Source: an optimization exercise on an open RTL-to-GDS flow (aim: small area, a short achievable clock period and few clock cycles per item). Production flows keep margins and buffers that such runs may drop. Only simulation tests tie the RTL to the original design; equivalence was not proved. Power is estimated from default activity; no workload was simulated.

Setup of job 7522:
Design div_avalon, start of the top module:
module div_avalon
	#(
		parameter W     = 32,
				  CBIT  = 6
	 )
	(
		input wire clk, reset,
		input wire [2:0] div_address,
		input wire div_chipselect,
		input wire div_write,
		input wire [W-1:0] div_writedata,
		output wire [W-1:0] div_readdata,
		output wire div_irq,
		output wire div_rdy
	);
	wire div_start, div_ready, set_done_trg, clr_done_trg;
	reg [W-1:0] dvnd_reg, dvsr_reg;
	reg [5:0] ca_reg, cd_reg;
	reg done_trg_reg;
	wire [W-1:0] quo, rmd;
	wire wr_en, wr_dvnd, wr_dvsr;
	reg [5:0] wclz;
	integer i;
	always @*
	begin
		wclz = 6'd32;
		for (i = 0; i < W; i = i + 1)
			if (div_writedata[i]) wclz = 6'd31 - i[5:0];
	end
	div #(.W(32)) d1
		 ( .clk(clk), .reset(reset), .str_trg(div_start), .dvsr(dvsr_reg), .dvnd(dvnd_reg),
		   .cd(cd_reg), .ca(ca_reg),
		   .ready(div_ready), .done_trg(set_done_trg), .quo(quo), .rmd(rmd));
	always @(posedge clk)
	begin
		if (wr_dvnd)
		begin
			dvnd_reg <= div_writedata;
			ca_reg <= wclz;
  ...
Size: ~180 flip-flops, about 73 I/O pins, ~9800 um^2 of cells after synthesis.
==> flow/config.mk <==
export PLATFORM = sky130hd
export DESIGN_NAME = div_avalon
export DESIGN_NICKNAME = div_avalon
export VERILOG_FILES = /design/flow/design.v
export SDC_FILE = /design/flow/constraint.sdc
export NUM_CORES = 4
export LEC_CHECK = 0
export CAP_MARGIN = 20
export CORE_MARGIN = 2
export CORE_UTILIZATION = 60
export CTS_BUF_LIST = sky130_fd_sc_hd__clkbuf_4 sky130_fd_sc_hd__clkbuf_8
export SETUP_SLACK_MARGIN = 1.6
export SLEW_MARGIN = 20
==> flow/constraint.sdc <==
create_clock -name core_clock -period 5.0 [get_ports {clk}]
set_input_delay 1.0000 -clock core_clock [delete_from_list [all_inputs] [get_ports {clk}]]
set_output_delay 1.0000 -clock core_clock [all_outputs]
set_load 0.01 [all_outputs]
standard.sh (not shown) runs the stock make flow with config.mk's settings and CLKGATE_MAP_FILE= SYNTH_SCRIPT=/design/flow/synth_recipe.tcl, a recipe that flattens the netlist after the stock synthesis.
==> flow/flow/run.sh <==
#!/bin/bash
# Standard layout, with the port buffers made from buf_1 cells instead of
# the slow delay-buffer cells buffer_ports picks on its own.
set -euo pipefail
export BUFFER_PORTS_ARGS="-buffer_cell sky130_fd_sc_hd__buf_1"
bash standard.sh > standard.log 2>&1
The flow did not stop early for job 7522: all stages ran, and the layout cleared the timing, DRC and antenna checks.
Testbench counts of job 7522, summed over its fixed seeds: cycles 24,255, items 2,048.
The inputs of job 5928 differ from those of job 7522 as listed below.
Settings: SETUP_SLACK_MARGIN changed from 1.6 to 1.8.
==> flow/flow/run.sh <==
#!/bin/bash
# Standard layout, with the port buffers made from buf_2 cells instead of
# the slow delay-buffer cells buffer_ports picks on its own.
set -euo pipefail
export BUFFER_PORTS_ARGS="-buffer_cell sky130_fd_sc_hd__buf_2"
bash standard.sh > standard.log 2>&1
### Flow results
- Diff job 7522 -> job 5928 | overall routed net length | up by a few percent
- Changes observed in job 5928 relative to job 7522: shortest period the worst path allows saw a decrease; sequential share of layout area down 1.2 points; number of filler cells placed in the layout down 33.
- [job 5928 vs job 7522] data arrival time at the worst-slack endpoint: lower in job 5928
- Job 5928 vs job 7522 on area growth from synthesis to final layout: job 5928 is the higher one.
- Compared with job 7522, job 5928 shows maximum number of pins on one net before global-route repair that has gone up by more than a quarter.
- The transition time at the pin with the least slew margin of job 5928 is lower than that of job 7522.
- Compared with job 7522, job 5928 shows a combinational cell fraction of total power that is 0.6 points higher.
- Total power consumption of the routed design delta for job 5928 relative to job 7522: 3.6% higher
Modified inputs, job 9549 compared to job 5928
Settings: swapping 1.8 for 1.6 in SETUP_SLACK_MARGIN; putting CTS_CLUSTER_DIAMETER at 60 where nothing was set; putting CTS_CLUSTER_SIZE at 30 where nothing was set.
## What came out
- Re share of power burned in the clock network: job 9549 is 2.1 points down on job 5928.
- Wire length on job 9549 is ahead of job 5928.
- The fraction of area in multi-input gates on job 9549 is in line with that on job 5928.
- Sort job 5928 and job 9549 by number of buffer and inverter instances along the worst setup path, ascending, and job 9549 comes first.
Changes in job 6005 relative to job 9549:
Settings: CTS_CLUSTER_SIZE no longer set, was 30; CTS_CLUSTER_DIAMETER no longer set, was 60; CORE_UTILIZATION now 70, was 60; SETUP_SLACK_MARGIN now 2.0, was 1.6.
==> flow/run.sh (new file) <==
#!/bin/bash
# synth_recipe.tcl (not shown) runs the flow's synth.tcl, then flattens the netlist and writes it again
# the make line also repeats each setting of config.mk as NAME=value (left out here)
make -C /OpenROAD-flow-scripts/flow DESIGN_CONFIG=/design/flow/config.mk WORK_HOME=/design/flow/orfs CLKGATE_MAP_FILE= SYNTH_SCRIPT=/design/flow/synth_recipe.tcl finish
removed: flow/flow/run.sh
removed: flow/standard.sh
==> comparison <==
Job 6005 reached the end of the flow, and the finished layout is clean on the timing, DRC and antenna checks. Post-route minimum period is higher on job 6005. Summary: with job 9549 as the reference, first-pass GRT wire length in job 6005 moved up by more than 10%. Job 9549 ended up with in2async as its path type of the worst min-delay path; job 6005 ended up with reg2reg. Compare job 9549 and job 6005 | total global routing track utilization lower: job 9549. The hold slack reported for job 6005 is greater than that of job 9549 by 0.070 ns. Delta (job 6005 minus job 9549): part of the total power dissipated in the clock network decreased 1.8 points, internal cell power essentially unchanged, switching portion of total power increased 3.4 points.

[static timing again, ports no longer ideal]
No port has a modelled driver above. Below, the same layouts with a new extraction and two added sets of constraints. Step 1 assumes that a clkbuf_16 drives the clock port and a buf_2 every other input. Step 2 times the ports against the registers' clock, not the clock port: input delays grow and output delays shrink by t, the midpoint of the rising clock arrivals with the driver on. Slacks: no drivers / after step 1 / after step 2; pairs: no drivers / after step 1.
| run | shift t [ns] | setup slack, ns | slew at the worst register clock pin (ns) | worst data-port slew with drivers (ns) |
|---|---|---|---|---|
| job 7522 | 0.491 | 1.608 / 1.608 / 1.555 | 0.10 / 0.10 | 0.04 |
| job 5928 | 0.495 | 1.703 / 1.703 / 1.465 | 0.10 / 0.10 | 0.03 |
| job 9549 | 0.488 | 1.714 / 1.714 / 1.586 | 0.09 / 0.09 | 0.04 |
| job 6005 | 0.528 | 1.639 / 1.639 / 1.478 | 0.11 / 0.11 | 0.07 |
After both steps setup and hold are still met in every run listed. For job 5928, which loses most, drivers alone change the setup slack by 0.000 ns; drivers and shift together by -0.238 ns.
